What follows belongs to an exercise in optimizing a design on an open flow for small area, a short achievable clock period and few clock cycles per item; a production flow would make more cautious choices.
Function was not checked in any run shown here: the RTL went through the layout flow alone.
No activity file was given, so power comes from the tool's default toggle rates.

**design/flow/flow/run.sh**
```bash
#!/bin/bash
# Standard synthesis, unchanged; then the standard layout with port buffers
# that the resizer may resize (no footprint matching).
set -e
bash standard.sh synth > synth.log 2>&1
bash standard.sh MATCH_CELL_FOOTPRINT=0 "BUFFER_PORTS_ARGS=-buffer_cell sky130_fd_sc_hd__buf_4" finish > layout.log 2>&1
```
**design/flow/standard.sh**
```bash
#!/bin/bash
# synth_recipe.tcl (not shown) runs the flow's synth.tcl, then flattens the netlist and writes it again
# the make line also repeats each setting of config.mk as NAME=value (left out here)
make -C /OpenROAD-flow-scripts/flow DESIGN_CONFIG=/design/flow/config.mk WORK_HOME=/design/flow/orfs CLKGATE_MAP_FILE= SYNTH_SCRIPT=/design/flow/synth_recipe.tcl "${@:-finish}"
```
**design/flow/config.mk**
```make
export PLATFORM = sky130hd
export DESIGN_NAME = divider
export DESIGN_NICKNAME = divider
export VERILOG_FILES = /design/flow/design.v
export SDC_FILE = /design/flow/constraint.sdc
export NUM_CORES = 4
export LEC_CHECK = 0
export ABC_AREA = 1
export CAP_MARGIN = 20
export CORE_MARGIN = 2
export CORE_UTILIZATION = 45
export CTS_CLUSTER_DIAMETER = 80
export CTS_CLUSTER_SIZE = 30
export PLACE_DENSITY = 0.6
export SETUP_SLACK_MARGIN = 3.3
export SLEW_MARGIN = 20
```
**design/flow/constraint.sdc**
```tcl
create_clock -name core_clock -period 5.5 [get_ports {i_sclk}]
set_input_delay 1.1000 -clock core_clock [delete_from_list [all_inputs] [get_ports {i_sclk}]]
set_output_delay 1.1000 -clock core_clock [all_outputs]
set_load 0.01 [all_outputs]
```
**design/flow/design.v**
```verilog
`timescale 10ns / 100ps
module divider_row #
(
    parameter   integer K = 1
)(
    input   [K-1:0] x,
    input   [K-1:0] bl,
    input           hz,
    output          q,
    output  [K-1:0] d,
    output  [K-1:0] r
);
    localparam integer L = 7;                    
    wire    [K-1:0] gi = x & ~bl;                
    wire    [K-1:0] ti = x | ~bl;                
    wire    [K-1:0] gg [0:L];
    wire    [K-1:0] pp [0:L];
    assign gg[0] = {gi[K-1:1], 1'b1};
    assign pp[0] = {ti[(K > 1 ? K-2 : 0):0], 1'b0};
    genvar l, j;
    generate for (l = 0; l < L; l = l + 1) begin : lvl
        for (j = 0; j < K; j = j + 1) begin : bt
            localparam integer s  = (l < 4) ? l : 6 - l;
            localparam integer ok = (l < 4) ? ((j + 1) % (2 << s) == 0)
                                            : ((j + 1) % (2 << s) == (1 << s) && j >= (2 << s));
            if (ok) begin : comb
                localparam integer m = j - (1 << s);
                assign gg[l+1][j] = gg[l][j] | (pp[l][j] & gg[l][m]);
                assign pp[l+1][j] = pp[l][j] & pp[l][m];
            end else begin : pass
                assign gg[l+1][j] = gg[l][j];
                assign pp[l+1][j] = pp[l][j];
            end
        end
    end
    endgenerate
    wire    [K:0]   c  = {ti & gg[L], 1'b1};
    wire    [K-1:0] u  = ~(bl ^ c[K-1:0]);
    assign q = hz & c[K];
    assign d = x ^ u;
    assign r = x ^ ({K{q}} & u);
endmodule
module divider #
(
    parameter   [16:0] REGMASK  = (17'b1_1111_1110_1010_1000),
    parameter   [16:0] SPECMASK = (17'b0_0000_0010_1010_0000)
)(
    input           i_rstn          ,
    input           i_sclk          ,
    input           i_input_valid   ,
    input   [15:0]  i_dividend      ,
    input   [15:0]  i_divisor       ,
    output          o_output_valid  ,
    output  [15:0]  o_quotient      ,
    output  [15:0]  o_remainder
);
    wire    [15:0]  w_rem [0:16];
    wire    [15:0]  w_aq  [0:16];    
    wire    [15:0]  w_dvs [0:16];
    wire    [16:0]  w_vld;
    wire    [15:0]  s_rem [0:16];
    wire    [15:0]  s_aq  [0:16];
    wire    [15:0]  s_dvs [0:16];
    wire    [16:0]  s_vld;
    wire    [15:0]  w_x   [0:16];    
    wire    [15:0]  w_d   [0:16];    
    assign w_rem[0] = 16'd0;
    assign w_aq[0]  = i_dividend;
    assign w_dvs[0] = i_divisor;
    assign w_vld[0] = i_input_valid;
    assign w_x[0]   = 16'd0;
    assign w_d[0]   = 16'd0;
    genvar k;
    generate for (k = 0; k <= 16; k = k + 1) begin : stage
        if (k >= 1) begin : row
            wire            a  = s_aq[k-1][15];
            wire    [k-1:0] x  = (k == 1) ? a : {s_rem[k-1][k-2 >= 0 ? k-2 : 0:0], a};
            wire    [k-1:0] bl = s_dvs[k-1][k-1:0];
            wire            hz = (k == 16) ? 1'b1 : ~|(s_dvs[k-1] >> k);
            wire            q;
            wire    [k-1:0] d;
            wire    [k-1:0] r;
            if (SPECMASK[k] && k >= 2) begin : spec
                wire            qp = s_aq[k-1][0];
                wire    [k-2:0] xp = w_x[k-1][k-2:0];
                wire    [k-2:0] dp = w_d[k-1][k-2:0];
                wire            q0, q1;
                wire    [k-1:0] d0, d1, r0, r1;
                divider_row #(.K(k)) u0 (.x({xp, a}), .bl(bl), .hz(hz), .q(q0), .d(d0), .r(r0));
                divider_row #(.K(k)) u1 (.x({dp, a}), .bl(bl), .hz(hz), .q(q1), .d(d1), .r(r1));
                assign q = qp ? q1 : q0;
                assign d = qp ? d1 : d0;
                assign r = qp ? r1 : r0;
            end else begin : plain
                divider_row #(.K(k)) u (.x(x), .bl(bl), .hz(hz), .q(q), .d(d), .r(r));
            end
            assign w_x[k]   = {{(16-k){1'b0}}, x};
            assign w_d[k]   = {{(16-k){1'b0}}, d};
            assign w_rem[k] = {{(16-k){1'b0}}, r};
            assign w_aq[k]  = {s_aq[k-1][14:0], q};
            assign w_dvs[k] = s_dvs[k-1];
            assign w_vld[k] = s_vld[k-1];
        end
        if (REGMASK[k]) begin : pipe
            reg         r_vld;
            reg [15:0]  r_aq;
            always @(posedge i_sclk or negedge i_rstn)
                if (!i_rstn) r_vld <= 1'b0;
                else         r_vld <= w_vld[k];
            always @(posedge i_sclk)
                r_aq <= w_aq[k];
            assign s_vld[k] = r_vld;
            assign s_aq[k]  = r_aq;
            if (k >= 1) begin : rem
                reg [k-1:0] r_rem;
                always @(posedge i_sclk)
                    r_rem <= w_rem[k][k-1:0];
                assign s_rem[k] = {{(16-k){1'b0}}, r_rem};
            end else begin : norem
                assign s_rem[k] = 16'd0;
            end
            if (k < 16) begin : dvs
                reg [15:0] r_dvs;
                always @(posedge i_sclk)
                    r_dvs <= w_dvs[k];
                assign s_dvs[k] = r_dvs;
            end else begin : nodvs
                assign s_dvs[k] = 16'd0;
            end
        end else begin : thru
            assign s_vld[k] = w_vld[k];
            assign s_aq[k]  = w_aq[k];
            assign s_rem[k] = w_rem[k];
            assign s_dvs[k] = w_dvs[k];
        end
    end
    endgenerate
    assign o_output_valid = s_vld[16];
    assign o_quotient     = s_aq[16];
    assign o_remainder    = s_rem[16];
endmodule
```
==> results of run 1 <==
## flip-flops by register name (all words and copies together) (netlist names)
register,cells
stage.pipe.rem.r_rem,115
stage.pipe.dvs.r_dvs,160
stage.pipe.r_vld,11
stage.pipe.r_aq,176
## placed cells by master, fill, tap and decap left out, types with 8 or more instances in the layout
cell type,n
nand2_2,48
nor3_1,8
o21ai_1,19
buf_4,95
nand4_1,45
o21bai_1,10
clkbuf_16,25
inv_1,280
nor2_2,16
nand3_2,10
xor2_1,95
nand2_4,10
nand3b_1,10
a21oi_1,27
dfrtp_1,11
nor2_1,76
dfxtp_2,16
o21ai_0,106
inv_2,20
o22ai_1,15
o21ai_2,12
nand2_1,515
nand3_4,9
dfxtp_1,431
nand3_1,111
xnor2_1,17
## metal layers
layer / global-route usage [%] / share of wire (%) / routed length (um) / vias up
li1: - / - / - / 6567
met1: 20.7 / 47 / 15000 / 5438
met2: 27.7 / 47 / 14700 / 179
met3: 1.87 / 3.7 / 1180 / 44
met4: 4.42 / 2.3 / 719 / 2
met5: 0 / 0.028 / 9 / -
## worst min path at each step
| stage | cells after the start | slack [ps] | to |
|---|---|---|---|
| 2_1_floorplan | 0 | 310 | stage[10].pipe.r_aq[10] |
| 3_3_place_gp | 0 | 310 | stage[7].pipe.r_aq[4] |
| 3_5_place_dp | 0 | 310 | stage[10].pipe.r_aq[3] |
| 4_1_cts | 1 | 320 | stage[5].pipe.r_vld |
| 5_1_grt | 1 | 320 | stage[5].pipe.r_vld |
| 6_report | 0 | 320 | stage[13].pipe.r_aq[4] |
## what timing repair did
action,CTS,global route
hold endpoints to repair,0,0
resized for setup,46,52
buffers inserted,15,18
gates cloned,2,3
endpoints found under the setup margin,32,83
pin swaps,38,46
## where the power goes
part / internal (mW) / switching (mW) / total [mW]
Combinational: 0.448 / 0.637 / 1.09
Sequential: 3.57 / 0.142 / 3.71
Clock: 0.938 / 1.18 / 2.12
Total: 4.95 / 1.96 / 6.91
## kinds of logic after synthesis
kind of cell	count (synthesis)	share of synthesized area, %
xor gates and xnor gates	116	5.97
buffers and inverters	323	7.54
and+or+nand+nor	883	23.3
adders and majority gates	12	1.27
DFF	462	54.3
AOI/OAI and AO/OA	223	7.66
## through the flow
step                power [mW]  utilization [%]  hold slack, ps
floorplan                 4.51                -             310
global placement          4.76             48.5             310
detailed placement        4.78             48.5             312
CTS                       6.95             51.6             316
global route              7.32             52.7             320
finish                    6.91             52.7             320
## final cells by class
cell class / instances / area [um2] / area share, %
Sequential cell: 462 / 9340 / 47.2
Inverter: 309 / 1180 / 5.99
Timing Repair inverter: 2 / 15.0 / 0.0759
Timing Repair Buffer: 101 / 816 / 4.12
Clock inverter: 15 / 239 / 1.21
Clock buffer: 28 / 647 / 3.27
Tap cell: 511 / 639 / 3.23
Multi-Input combinational cell: 1237 / 6910 / 34.9
==> results by group, run 1 <==
Global route
  • First-pass GRT wire length: ~52 mm
  • Largest net degree at the start of global routing: 32
  • Number of global-route vias before repair: about 11000
  • Grt ovf: 0
  • Tot GR Track Use: 15.9%
  • Number of antenna violations at the first check in global routing: 1

Synth
  • Top FF cell, synth: dfxtp_1
  • Synth top area cells: dfxtp_1 (53%), nand2_1 (12%), inv_1 (6.5%)
  • Sequential cell area fraction in the yosys report: 54.3%
  • Synth area leader: dfxtp_1
  • Area of the mapped netlist: about 17000 um2
  • Yosys top cell area share: roughly 53%
  • EDFF count, synth: 0
  • Mapped Cells: 2019
  • Synthesis Warnings: 18
  • Post-synth top cells: nand2_1 (532), dfxtp_1 (451), inv_1 (296), nand3_1 (117), o21ai_0 (115)
  • Top-count cell post-synth: nand2_1
  • Async SR Flop Fraction: approximately 2.4%
  • Flops & latches, synth: 462
  • Avg Cell Area, Syn: 8.49 um2
  • Post-Syn Nets: around 2100
  • Yosys cell types: 52

Die
  • IO Pins: between 60 and 70
  • Die Y: between 150 and 200 um
  • Die X: around 200 um
  • Initial core utilization: a little under half
  • Die area: roughly 40000 um2
  • # rows: 71
  • Core Footprint: about 38000 um2

Clock network
  • CTS root buf: clkbuf_16
  • Hold buffer count at cts: 0
  • CTS tree: yes
  • Clock sinks: roughly 460
  • Clock slew at reported path FFs: roughly 100 ps
  • Clock Latency Late Sink: 560 ps
  • Longest Clk Path Bufs: 3
  • H-Tree Depth: 1
  • CTS Buf Count: 25

Timing
  • Fin. max-slew vios: 0
  • Final hold violations: 0
  • Setup TNS: 0 ps
  • # setup viols final: 0
  • Min cycle time layout: approximately 2700 ps
  • F_max: 374 MHz
  • Headroom to the max-slew limit: 41.0%
  • Measured slew at the worst slew-check pin: ~880 ps
  • RSZ-0062 raised after global routing: yes
  • Worst Skew: between 30 and 40 ps
  • Worst setup margin: about 2800 ps
  • Final period utilization: around 49%

Job
  • Max Cap Violations: 0

Setup path
  • Crit. path cell count: 17
  • R2r worst-path depth: 17
  • Arr. time, crit path: ~3100 ps
  • Critical Path Max Stage Delay: between 500 and 600 ps
  • Critical Path Source: stage[7].pipe.r_aq[15]
  • Critical path endpoint: stage[9].pipe.rem.r_rem[2]
  • Worst path cell trace: inv_2 > ha_4 > inv_4 > a21oi_4 > o221ai_4 > nand2_2 > a21oi_2 > o21ai_2 > fa_1 > o21ai_1 > inv_1 > nand2_4 > nand2_4 > a21oi_4 > nand4_1 > nand3_1 > nand2_1
  • Req. time, crit path: slightly below 6000 ps
  • Reg2reg start: stage[7].pipe.r_aq[15]
  • Largest fanout on the critical path: 8
  • Reg2Reg Setup Slack: 2830 ps
  • Critical Path Start Type: flop
  • Buf+Inv Stages, Crit Path: 3
  • CP Class: reg -> reg
  • Slowest cell on crit path: fa_1
  • Delay-heaviest family, CP: compound AO/OA/AOI/OAI gates
  • R2r endpoint: stage[9].pipe.rem.r_rem[2]
  • Kind of capture point of the worst setup path: flop

Power and ir drop
  • PD cells: between 300 and 400 nW/um2
  • VDD IR-drop max: between 200 and 300 uV
  • Leak: approximately 9.5 nW

Routing
  • First-pass DRT Iterations: 5
  • DR vias/cell: 4.59
  • Vias after detailed routing: 12200
  • DR WL/cell: ~12 um
  • DRT iter0 DRCs: slightly above 600
  • Drt drc: 0
  • Overall routed net length: around 32 mm
  • Routed Antenna Nets: 0

Layout
  • Antenna diode count: 0
  • Number of nets in the layout: roughly 2200
  • Final instance area: 19800 um2
  • Final Instance Count excl. Fillers: 2665
  • Layout cells sized above 1: between 15 and 20%
  • Area grow syn2layout: 15.4%
  • Filler instances: ~3500

Placement
  • Dpl hpwl: ~24 mm
  • Pre-CTS setup slack: roughly 2600 ps
  • DP Cell Count: around 2600
  • Port-buffer cells: 67
  • GP Congestion: around 0.83
  • Placed inst area: 18200 um2

Hold path
  • HP Class: reg -> reg
  • Hold Startpoint: stage[12].pipe.r_aq[3]

Status
  • Run status: complete, no violations
==> inputs of run 2 (changes only) <==
--- a/design/flow/design.v
+++ b/design/flow/design.v
@@ -42,8 +42,8 @@
 endmodule
 module divider #
 (
-    parameter   [16:0] REGMASK  = (17'b1_1111_1110_1010_1000),
-    parameter   [16:0] SPECMASK = (17'b0_0000_0010_1010_0000)
+    parameter   [16:0] REGMASK  = (17'b1_1111_1111_1010_1000),
+    parameter   [16:0] SPECMASK = (17'b0_0000_0000_1010_0000)
 )(
     input           i_rstn          ,
     input           i_sclk          ,
==> run 2 against run 1 <==
Compared with the run above: sequential power grew 8.1%; routed wire length down 5.9%; count of clock-buffer cells in the layout did not move; combinational power fell by 14%; via count unchanged; sequential share of layout area is 3.5 points higher; utilization fell by 0.98 points; cell count grew 1.8%; die area is 3.0% higher.
==> results by group, run 2 <==
Setup path
  • Arr. time, crit path: 3030 ps (-110 ps)
  • Critical Path Max Stage Delay: 560 ps (+30 ps)
  • Largest fanout on the critical path: 6 (-2)
  • Critical Path Start Type: flop
  • Req. time, crit path: 5970 ps (about the same)
  • R2r worst-path depth: 18 (+1)
  • Delay-heaviest family, CP: adder cells
  • Kind of capture point of the worst setup path: flop
  • CP Class: reg -> reg
  • Crit. path cell count: 18 (+1)
  • Worst path cell trace: inv_2 > ha_4 > inv_2 > fa_2 > fa_2 > inv_2 > o21ai_2 > inv_1 > nand2_2 > nand3_2 > nand2_2 > nand2_2 > nand2_4 > nand3_4 > nor2_1 > nand2_1 > nand3_1 > nand2_1
  • Slowest cell on crit path: fa_2
  • Buf+Inv Stages, Crit Path: 4 (+1)

Routing
  • Met1 WL: 13.8 mm (-8.1%)
  • DR WL/cell: 11.0 um (-7.5%)
  • DRT iter0 DRCs: 579 (-6.9%)
  • Max Used Layer: met4
  • Overall routed net length: 29.8 mm (-5.9%)
  • DR vias/cell: 4.51 (-1.8%)
  • Routed Antenna Nets: 0 (unchanged)
  • First-pass DRT Iterations: 5 (unchanged)
  • Met2 WL: 14.4 mm (-2.3%)
  • Vias after detailed routing: 12200 (unchanged)
  • Drt drc: 0 (unchanged)
  • Met3 WL: 1.14 mm (-3.3%)

Synth
  • EDFF count, synth: 0 (unchanged)
  • Post-synthesis simple-gate area fraction: 23.0% (-0.30 points)
  • Top FF cell, synth: dfxtp_1
  • Synth area leader: dfxtp_1
  • Post-synthesis xor/xnor area fraction: 4.91% (-1.1 points)
  • Yosys cell types: 54 (+3.8%)
  • Post-synthesis mux area share: 0% (unchanged)
  • Post-synth top cells: nand2_1 (583), dfxtp_1 (491), inv_1 (296), nand3_1 (133), o21ai_0 (119)
  • Synth top area cells: dfxtp_1 (56%), nand2_1 (12%), inv_1 (6.3%)
  • Synthesis Warnings: 18 (unchanged)
  • Avg Cell Area, Syn: 8.54 um2 (+0.57%)
  • Area of the mapped netlist: 17700 um2 (+3.1%)
  • Yosys top cell area share: 55.6% (+3.0 points)
  • Sequential cell area fraction in the yosys report: 57.3% (+3.1 points)
  • Largest family of logic cells by synthesized area: simple AND/OR/NAND/NOR gates
  • Async SR Flop Fraction: 2.39% (+0.0047 points)
  • Post-Synth Adder-Cell Area: 0.772% (-0.50 points)
  • Flops & latches, synth: 503 (+8.9%)
  • Mapped Cells: 2069 (+2.5%)
  • Synth Area in Compound Gates: 6.77% (-0.89 points)
  • Post-Syn Nets: 2111 (+2.2%)
  • Top-count cell post-synth: nand2_1

Clock network
  • CTS Buf Count: 25 (unchanged)
  • H-Tree Depth: 1 (unchanged)
  • CTS root buf: clkbuf_16
  • Clock Latency Late Sink: 570 ps (about the same)
  • CTS tree: yes
  • Clock sinks: 503 (+8.9%)
  • Clock slew at reported path FFs: 100 ps (about the same)
  • Longest Clk Path Bufs: 3 (unchanged)

Power and ir drop
  • Pwr Total: 7.08 mW (+2.4%)
  • PD cells: 354 nW/um2 (+1.2%)
  • Leak: 9.72 nW (+2.6%)
  • VDD IR-drop max: 208 uV (-26%)

Die
  • Initial core utilization: 45.6% (about the same)
  • Die area: 40900 um2 (+3.0%)
  • IO Pins: 68 (unchanged)
  • Core Footprint: 38700 um2 (+3.1%)
  • Die X: 202 um (+1.5%)
  • # rows: 72 (+1.4%)
  • Die Y: 202 um (+1.5%)

Placement
  • GP Congestion: 0.831 (-0.38%)
  • Port-buffer cells: 67 (unchanged)
  • Placed inst area: 18800 um2 (+2.9%)
  • Dpl hpwl: 22.6 mm (-4.9%)

Hold path
  • Hold depth: 0 (unchanged)
  • HP Class: reg -> reg

Job
  • Max Cap Violations: 0 (unchanged)

Timing
  • Final period utilization: 46.6% (-1.9 points)
  • Setup TNS: 0 ps (unchanged)
  • Fin. max-slew vios: 0 (unchanged)
  • # setup viols final: 0 (unchanged)
  • RSZ-0062 raised after global routing: yes
  • Measured slew at the worst slew-check pin: 706 ps (-177 ps)
  • Min cycle time layout: 2570 ps (-106 ps)
  • Headroom to the max-slew limit: 52.7% (+12 points)
  • Worst Skew: 19.3 ps (-11.9 ps)
  • Final hold violations: 0 (unchanged)
  • F_max: 390 MHz (+4.1%)

Global route
  • Number of global-route vias before repair: 11200 (+0.64%)
  • Number of antenna violations at the first check in global routing: 1 (unchanged)
  • Tot GR Track Use: 14.6% (-1.3 points)
  • Largest net degree at the start of global routing: 32 (unchanged)
  • First-pass GRT wire length: 50.4 mm (-2.2%)
  • Grt ovf: 0 (unchanged)

Layout
  • Filler instances: 3647 (+5.4%)
  • Max reg flops: 192 (+9.1%)
  • Final instance area: 20000 um2 (+1.2%)
  • Final Core Density: 51.7% (-0.98 points)
  • Top reg by flops: stage.pipe.r_aq
  • Number of nets in the layout: 2223 (+1.7%)
  • Most frequent cells in the layout: nand2_1 (571), dfxtp_1 (485), inv_1 (290)
  • Layout cells sized above 1: 12.5% (-3.3 points)
  • Commonest non-fill, non-tap cell in the layout: nand2_1
  • Antenna diode count: 0 (unchanged)
  • Area grow syn2layout: 13.3%
  • Largest regs: stage.pipe.r_aq: 192 flops, stage.pipe.dvs.r_dvs: 176 flops, stage.pipe.rem.r_rem: 123 flops

Status
  • Run status: complete, no violations
## run 2: report_power, final
| part | switching (mW) | internal, mW | leakage (nW) | total (mW) |
|---|---|---|---|---|
| clock | 1.21 | 0.927 | 0.410 | 2.13 |
| combinational | 0.555 | 0.386 | 5.07 | 0.941 |
| sequential | 0.136 | 3.87 | 4.24 | 4.01 |
## run 2: path summary, 6_finish.rpt
kind	from	slack, ps	endpoint
max in group asynchronous	i_rstn	5010	stage[15].pipe.r_vld
hold reg to reg	stage[3].pipe.r_aq[4]	320	stage[5].pipe.r_aq[6]
hold / removal	stage[3].pipe.r_aq[4]	320	stage[5].pipe.r_aq[6]
setup / recovery	stage[5].pipe.r_aq[15]	2930	stage[7].pipe.rem.r_rem[2]
min in group asynchronous	i_rstn	350	stage[13].pipe.r_vld
setup reg to reg	stage[5].pipe.r_aq[15]	2930	stage[7].pipe.rem.r_rem[2]
## run 2: final cells by class
cell class | count | area (um2) | area share [%]
multi-input combinational | 1245 | 6480 | 32.4
inverter | 310 | 1170 | 5.87
sequential | 503 | 10100 | 50.7
clock buffer | 28 | 657 | 3.28
timing repair buffer | 96 | 724 | 3.62
tap | 518 | 648 | 3.24
clock inverter | 13 | 190 | 0.950
## run 2: per-stage QoR
stage / std cells / hold slack [ps] / worst slack [ps]
4_1_cts: 2694 / 315 / 2960
6_report: 2713 / 325 / 2930
3_5_place_dp: 2644 / 312 / 2790
5_1_grt: 2713 / 316 / 2830
3_3_place_gp: 2644 / 310 / 2800
2_1_floorplan: 2069 / 310 / 3010
## run 2: logic make-up (layout without fill, tap and decap cells)
logic type	after synthesis	after routing
AO/OA/AOI/OAI	212	212
XOR/XNOR	99	99
adder cells (fa/ha/maj)	8	8
buffers and inverters	322	447
flip-flops	503	503
AND/OR/NAND/NOR	925	926
## run 2: per-layer routing
layer | global-route usage [%] | vias up
met5 | 0 | -
met2 | 26.1 | 146
met4 | 3.78 | 0
li1 | - | 6660
met1 | 18.2 | 5394
met3 | 2.32 | 30
## run 2: timing repair
action / in CTS / in global routing
resized for setup: 20 / 28
hold buffers: 0 / 0
buffers inserted: 8 / 19
pin swaps: 16 / 18
cloned: 1 / 0
endpoints found under the setup margin: 25 / 48
==> inputs of run 3 (changes only) <==
--- a/design/flow/design.v
+++ b/design/flow/design.v
@@ -7,7 +7,7 @@
     input   [K-1:0] bl,
     input           hz,
     output          q,
-    output  [K-1:0] d,
+    output  [K-1:0] u,
     output  [K-1:0] r
 );
     localparam integer L = 7;                    
@@ -35,15 +35,14 @@
     end
     endgenerate
     wire    [K:0]   c  = {ti & gg[L], 1'b1};
-    wire    [K-1:0] u  = ~(bl ^ c[K-1:0]);
+    assign u = ~(bl ^ c[K-1:0]);                 
     assign q = hz & c[K];
-    assign d = x ^ u;
     assign r = x ^ ({K{q}} & u);
 endmodule
 module divider #
 (
     parameter   [16:0] REGMASK  = (17'b1_1111_1111_1010_1000),
-    parameter   [16:0] SPECMASK = (17'b0_0000_0000_1010_0000)
+    parameter   [16:0] SPECMASK = (17'b0_0000_0000_1000_0000)
 )(
     input           i_rstn          ,
     input           i_sclk          ,
@@ -63,13 +62,13 @@
     wire    [15:0]  s_dvs [0:16];
     wire    [16:0]  s_vld;
     wire    [15:0]  w_x   [0:16];    
-    wire    [15:0]  w_d   [0:16];    
+    wire    [15:0]  w_u   [0:16];    
     assign w_rem[0] = 16'd0;
     assign w_aq[0]  = i_dividend;
     assign w_dvs[0] = i_divisor;
     assign w_vld[0] = i_input_valid;
     assign w_x[0]   = 16'd0;
-    assign w_d[0]   = 16'd0;
+    assign w_u[0]   = 16'd0;
     genvar k;
     generate for (k = 0; k <= 16; k = k + 1) begin : stage
         if (k >= 1) begin : row
@@ -78,24 +77,24 @@
             wire    [k-1:0] bl = s_dvs[k-1][k-1:0];
             wire            hz = (k == 16) ? 1'b1 : ~|(s_dvs[k-1] >> k);
             wire            q;
-            wire    [k-1:0] d;
+            wire    [k-1:0] u;
             wire    [k-1:0] r;
             if (SPECMASK[k] && k >= 2) begin : spec
                 wire            qp = s_aq[k-1][0];
                 wire    [k-2:0] xp = w_x[k-1][k-2:0];
-                wire    [k-2:0] dp = w_d[k-1][k-2:0];
+                wire    [k-2:0] up = w_u[k-1][k-2:0];
                 wire            q0, q1;
-                wire    [k-1:0] d0, d1, r0, r1;
-                divider_row #(.K(k)) u0 (.x({xp, a}), .bl(bl), .hz(hz), .q(q0), .d(d0), .r(r0));
-                divider_row #(.K(k)) u1 (.x({dp, a}), .bl(bl), .hz(hz), .q(q1), .d(d1), .r(r1));
+                wire    [k-1:0] u0, u1, r0, r1;
+                divider_row #(.K(k)) row0 (.x({xp, a}), .bl(bl), .hz(hz), .q(q0), .u(u0), .r(r0));
+                divider_row #(.K(k)) row1 (.x({xp ^ up, a}), .bl(bl), .hz(hz), .q(q1), .u(u1), .r(r1));
                 assign q = qp ? q1 : q0;
-                assign d = qp ? d1 : d0;
-                assign r = qp ? r1 : r0;
+                assign u = qp ? u1 : u0;
+                assign r = x ^ ({k{q}} & u);
             end else begin : plain
-                divider_row #(.K(k)) u (.x(x), .bl(bl), .hz(hz), .q(q), .d(d), .r(r));
+                divider_row #(.K(k)) row (.x(x), .bl(bl), .hz(hz), .q(q), .u(u), .r(r));
             end
             assign w_x[k]   = {{(16-k){1'b0}}, x};
-            assign w_d[k]   = {{(16-k){1'b0}}, d};
+            assign w_u[k]   = {{(16-k){1'b0}}, u};
             assign w_rem[k] = {{(16-k){1'b0}}, r};
             assign w_aq[k]  = {s_aq[k-1][14:0], q};
             assign w_dvs[k] = s_dvs[k-1];
--- a/design/flow/config.mk
+++ b/design/flow/config.mk
@@ -11,6 +11,7 @@
 export CORE_UTILIZATION = 45
 export CTS_CLUSTER_DIAMETER = 80
 export CTS_CLUSTER_SIZE = 30
+export GPL_TIMING_DRIVEN = 0
 export PLACE_DENSITY = 0.6
 export SETUP_SLACK_MARGIN = 3.3
 export SLEW_MARGIN = 20
==> run 3 against run 2 <==
Compared with the run above: critical path type unchanged; non-clock buffer count grew 8; largest power group unchanged; first-iteration DRC count fell by 12%; still clean; final area decreased by 1.4%; highest routed layer unchanged.
==> results by group, run 3 <==
Setup path
  • Largest fanout on the critical path: 5 (-1)
  • Critical Path Max Stage Delay: 370 ps (-190 ps)
  • Arr. time, crit path: 3180 ps (+150 ps)
  • Req. time, crit path: 5950 ps (-20 ps)
  • Slowest cell on crit path: fa_2
  • Delay-heaviest family, CP: adder cells
  • Kind of capture point of the worst setup path: flop
  • Critical Path Start Type: flop
  • Worst path cell trace: inv_2 > ha_4 > inv_2 > fa_2 > fa_2 > xnor2_2 > buf_4 > xor2_2 > nand2_1 > nand3_2 > nand2_2 > o21ai_1 > nand2_1 > o21ai_2 > nand2_4 > buf_6 > and2_1
  • Buf+Inv Stages, Crit Path: 4 (unchanged)
  • CP Class: reg -> reg

Timing
  • Min cycle time layout: 2740 ps (+172 ps)
  • Fin. max-slew vios: 0 (unchanged)
  • Final period utilization: 49.8% (+3.1 points)
  • Headroom to the max-slew limit: 30.6% (-22 points)
  • RSZ-0062 raised after global routing: yes
  • Worst Skew: 17.3 ps (-1.93 ps)
  • F_max: 365 MHz (-6.3%)
  • Setup TNS: 0 ps (unchanged)
  • Measured slew at the worst slew-check pin: 1040 ps (+333 ps)
  • Final hold violations: 0 (unchanged)
  • # setup viols final: 0 (unchanged)
  • Worst hold slack: 328 ps (+2.99 ps)
  • Worst setup margin: 2760 ps (-172 ps)

Global route
  • Number of global-route vias before repair: 11000 (-1.7%)
  • Tot GR Track Use: 14.5% (-0.092 points)
  • Grt ovf: 0 (unchanged)
  • Number of antenna violations at the first check in global routing: 0 (-1)
  • First-pass GRT wire length: 49.1 mm (-2.5%)
  • Largest net degree at the start of global routing: 32 (unchanged)

Power and ir drop
  • Clock Power Share: 30.6% (+0.5 points)
  • Logic pwr share: 13.3% (about the same)
  • Int Pwr: 5.31 mW (+2.4%)
  • Switching fraction of total power: 26.0% (-0.85 points)
  • Switching Power: 1.86 mW (-2.0%)
  • Flop pwr share: 56.0% (-0.6 points)
  • PD cells: 363 nW/um2 (+2.6%)
  • VDD IR-drop max: 263 uV (+26%)
  • Leak: 9.43 nW (-3.0%)

Synth
  • Yosys top cell area share: 56.8% (+1.1 points)
  • Post-synth top cells: dfxtp_1 (491), nand2_1 (485), inv_1 (269), xor2_1 (108), nand3_1 (105)
  • Async SR Flop Fraction: 2.39% (unchanged)
  • Mapped Cells: 1951 (-5.7%)
  • Post-Syn Nets: 1990 (-5.7%)
  • Area of the mapped netlist: 17300 um2 (-2.0%)
  • Post-synthesis mux area share: 0% (unchanged)
  • Sequential cell area fraction in the yosys report: 58.5% (+1.2 points)
  • Top FF cell, synth: dfxtp_1
  • Avg Cell Area, Syn: 8.87 um2 (+3.9%)
  • Post-synthesis xor/xnor area fraction: 6.62% (+1.7 points)
  • Synthesis Warnings: 18 (unchanged)
  • Post-synthesis simple-gate area fraction: 20.5% (-2.5 points)
  • EDFF count, synth: 0 (unchanged)
  • Yosys cell types: 55 (+1.9%)
  • Synth area leader: dfxtp_1
  • Flops & latches, synth: 503 (unchanged)
  • Largest family of logic cells by synthesized area: simple AND/OR/NAND/NOR gates
  • Top-count cell post-synth: dfxtp_1
  • Post-Synth Adder-Cell Area: 0.419% (-0.35 points)
  • Synth Area in Compound Gates: 7.08% (+0.31 points)
  • Synth top area cells: dfxtp_1 (57%), nand2_1 (11%), inv_1 (5.8%)

Placement
  • GP Congestion: 0.873 (+5.1%)
  • Dpl hpwl: 22.3 mm (-1.2%)
  • Port-buffer cells: 67 (unchanged)
  • Placed inst area: 18500 um2 (-1.3%)
  • Pre-CTS setup slack: 2690 ps (-94.5 ps)

Clock network
  • Clock sinks: 503 (unchanged)
  • Longest Clk Path Bufs: 3 (unchanged)
  • Clock slew at reported path FFs: 100 ps (about the same)
  • Hold buffer count at cts: 0 (unchanged)
  • CTS Buf Count: 24 (-4.0%)
  • CTS root buf: clkbuf_16
  • CTS tree: yes
  • H-Tree Depth: 1 (unchanged)
  • Clock Latency Late Sink: 560 ps (about the same)

Layout
  • Largest regs: stage.pipe.r_aq: 192 flops, stage.pipe.dvs.r_dvs: 176 flops, stage.pipe.rem.r_rem: 123 flops
  • Filler instances: 3477 (-4.7%)
  • Number of nets in the layout: 2107 (-5.2%)
  • Layout cells sized above 1: 13.1% (+0.52 points)
  • Area of the multi-input gates: 6170 um2 (-4.8%)
  • Final instance area: 19700 um2 (-1.4%)
  • Antenna diode count: 0 (unchanged)
  • Max reg flops: 192 (unchanged)
  • FF+latch area: 10100 um2 (about the same)
  • Top reg by flops: stage.pipe.r_aq
  • Most frequent cells in the layout: nand2_1 (480), dfxtp_1 (480), inv_1 (266)
  • Final Core Density: 52.3% (+0.63 points)
  • Area grow syn2layout: 14.1%

Routing
  • Vias after detailed routing: 11900 (-3.0%)
  • Routed Antenna Nets: 0 (unchanged)
  • Drt drc: 0 (unchanged)
  • Overall routed net length: 29.7 mm (-0.23%)
  • DR vias/cell: 4.57 (+1.5%)
  • DRT iter0 DRCs: 512 (-12%)
  • First-pass DRT Iterations: 6 (+1)
  • DR WL/cell: 11.5 um (+4.3%)

Die
  • # rows: 71 (-1.4%)
  • IO Pins: 68 (unchanged)
  • Die area: 40000 um2 (-2.0%)
  • Die Y: 200 um (-0.99%)
  • Die X: 200 um (-0.99%)
  • Core Footprint: 37800 um2 (-2.5%)
  • Initial core utilization: 45.8% (+0.24 points)

Job
  • Max Cap Violations: 0 (unchanged)

Status
  • Run status: complete, no violations

Hold path
  • HP Class: reg -> reg
[run 3: cell types whose count changed in the layout (fill, tap and decap cells not counted), sizes merged, moves of 8 or more]
cell,delta
o21ai,-9
nand4,+8
nand3,-29
xor2,+26
o22ai,+8
nand2,-106
inv,-21
[run 3: worst reg2reg max path, delay by kind of cell (launching register included)]
kind	cells	cell delay (ps)
DFF	1	330
xor gates and xnor gates	2	310
buffers and inverters	4	380
AOI/OAI and AO/OA	2	160
and+or+nand+nor	6	580
adders and majority gates	3	860
[run 3: stage by stage]
| stage | total power, mW | cells |
|---|---|---|
| 2_1_floorplan | 4.74 | 1951 |
| 3_3_place_gp | 4.98 | 2529 |
| 3_5_place_dp | 5.01 | 2529 |
| 4_1_cts | 7.22 | 2577 |
| 5_1_grt | 7.56 | 2595 |
| 6_report | 7.17 | 2595 |
[run 3: cell type report]
type	count	share of cell area, %
flip-flops and latches	503	51.4
multi-input cells	1146	31.3
inverters	289	5.51
repair buffers	89	3.50
clock buffers	29	3.24
well taps	511	3.24
clock inverters	13	1.19
plain buffers	15	0.678
[run 3: what timing repair did]
item	CTS	global route
pin swaps	6	8
cloned	1	5
endpoints found under the setup margin	13	56
buffers inserted	5	13
gates resized for setup	4	40
[run 3: power by group through the flow]
stage                     registers, mW  logic, mW  clock network, mW
after floorplan                    4.09      0.646                  0
after global placement             4.10      0.879                  0
after detailed placement           4.10      0.906                  0
after CTS                          4.02      0.913               2.29
after global routing               4.05       1.08               2.43
final                              4.02      0.954               2.20
[run 3: worst paths after layout]
check / from / end / slack (ps) / cells after the start
setup / recovery: stage[5].pipe.r_aq[15] / stage[7].pipe.r_aq[0] / 2760 / 17
hold / removal: stage[12].pipe.r_aq[4] / stage[13].pipe.r_aq[5] / 330 / 0
setup reg to reg: stage[5].pipe.r_aq[15] / stage[7].pipe.r_aq[0] / 2760 / 17
hold reg to reg: stage[12].pipe.r_aq[4] / stage[13].pipe.r_aq[5] / 330 / 0
max in group asynchronous: i_rstn / stage[8].pipe.r_vld / 5000 / 1
min in group asynchronous: i_rstn / stage[3].pipe.r_vld / 350 / 1
[run 3: routing by layer]
| metal | up-vias | GRT usage, % | routed length [um] | share of wire (%) |
|---|---|---|---|---|
| li1 | 6335 | - | - | - |
| met1 | 5309 | 16.4 | 12600 | 43 |
| met2 | 156 | 27.0 | 15000 | 50 |
| met3 | 68 | 2.02 | 994 | 3.3 |
| met4 | 0 | 6.18 | 1100 | 3.7 |
| met5 | - | 0 | 0 | 0 |
[run 3: cell families after synthesis]
family,count (synthesis)
AND/OR/NAND/NOR,795
flip-flops,503
XOR/XNOR,130
buffers and inverters,304
AO/OA/AOI/OAI,215
adder cells (fa/ha/maj),4

static timing again, ports no longer ideal:
No port has a modelled driver above. Below, the same layouts with a new extraction and two added sets of constraints. Step 1 sets driving cells, clkbuf_16 on the clock port and buf_2 on the other inputs (assumed; they add their load-dependent delay and slew). Step 2 times the ports against the registers' clock, not the clock port: input delays grow and output delays shrink by t, the midpoint of the rising clock arrivals with the driver on. a / b / c = ideal ports / drivers / drivers and shift; a / b = the first two.
run	t (ns)	setup WS [ns]	hold WS [ns]	latest minus earliest clock arrival (ns)
run 1	0.607	2.829 / 2.829 / 2.829	0.320 / 0.320 / 0.320	0.031 / 0.031
run 2	0.607	2.935 / 2.935 / 2.935	0.325 / 0.325 / 0.325	0.019 / 0.019
run 3	0.604	2.763 / 2.763 / 2.763	0.328 / 0.328 / 0.328	0.020 / 0.020
After both steps setup and hold are still met in every run listed.
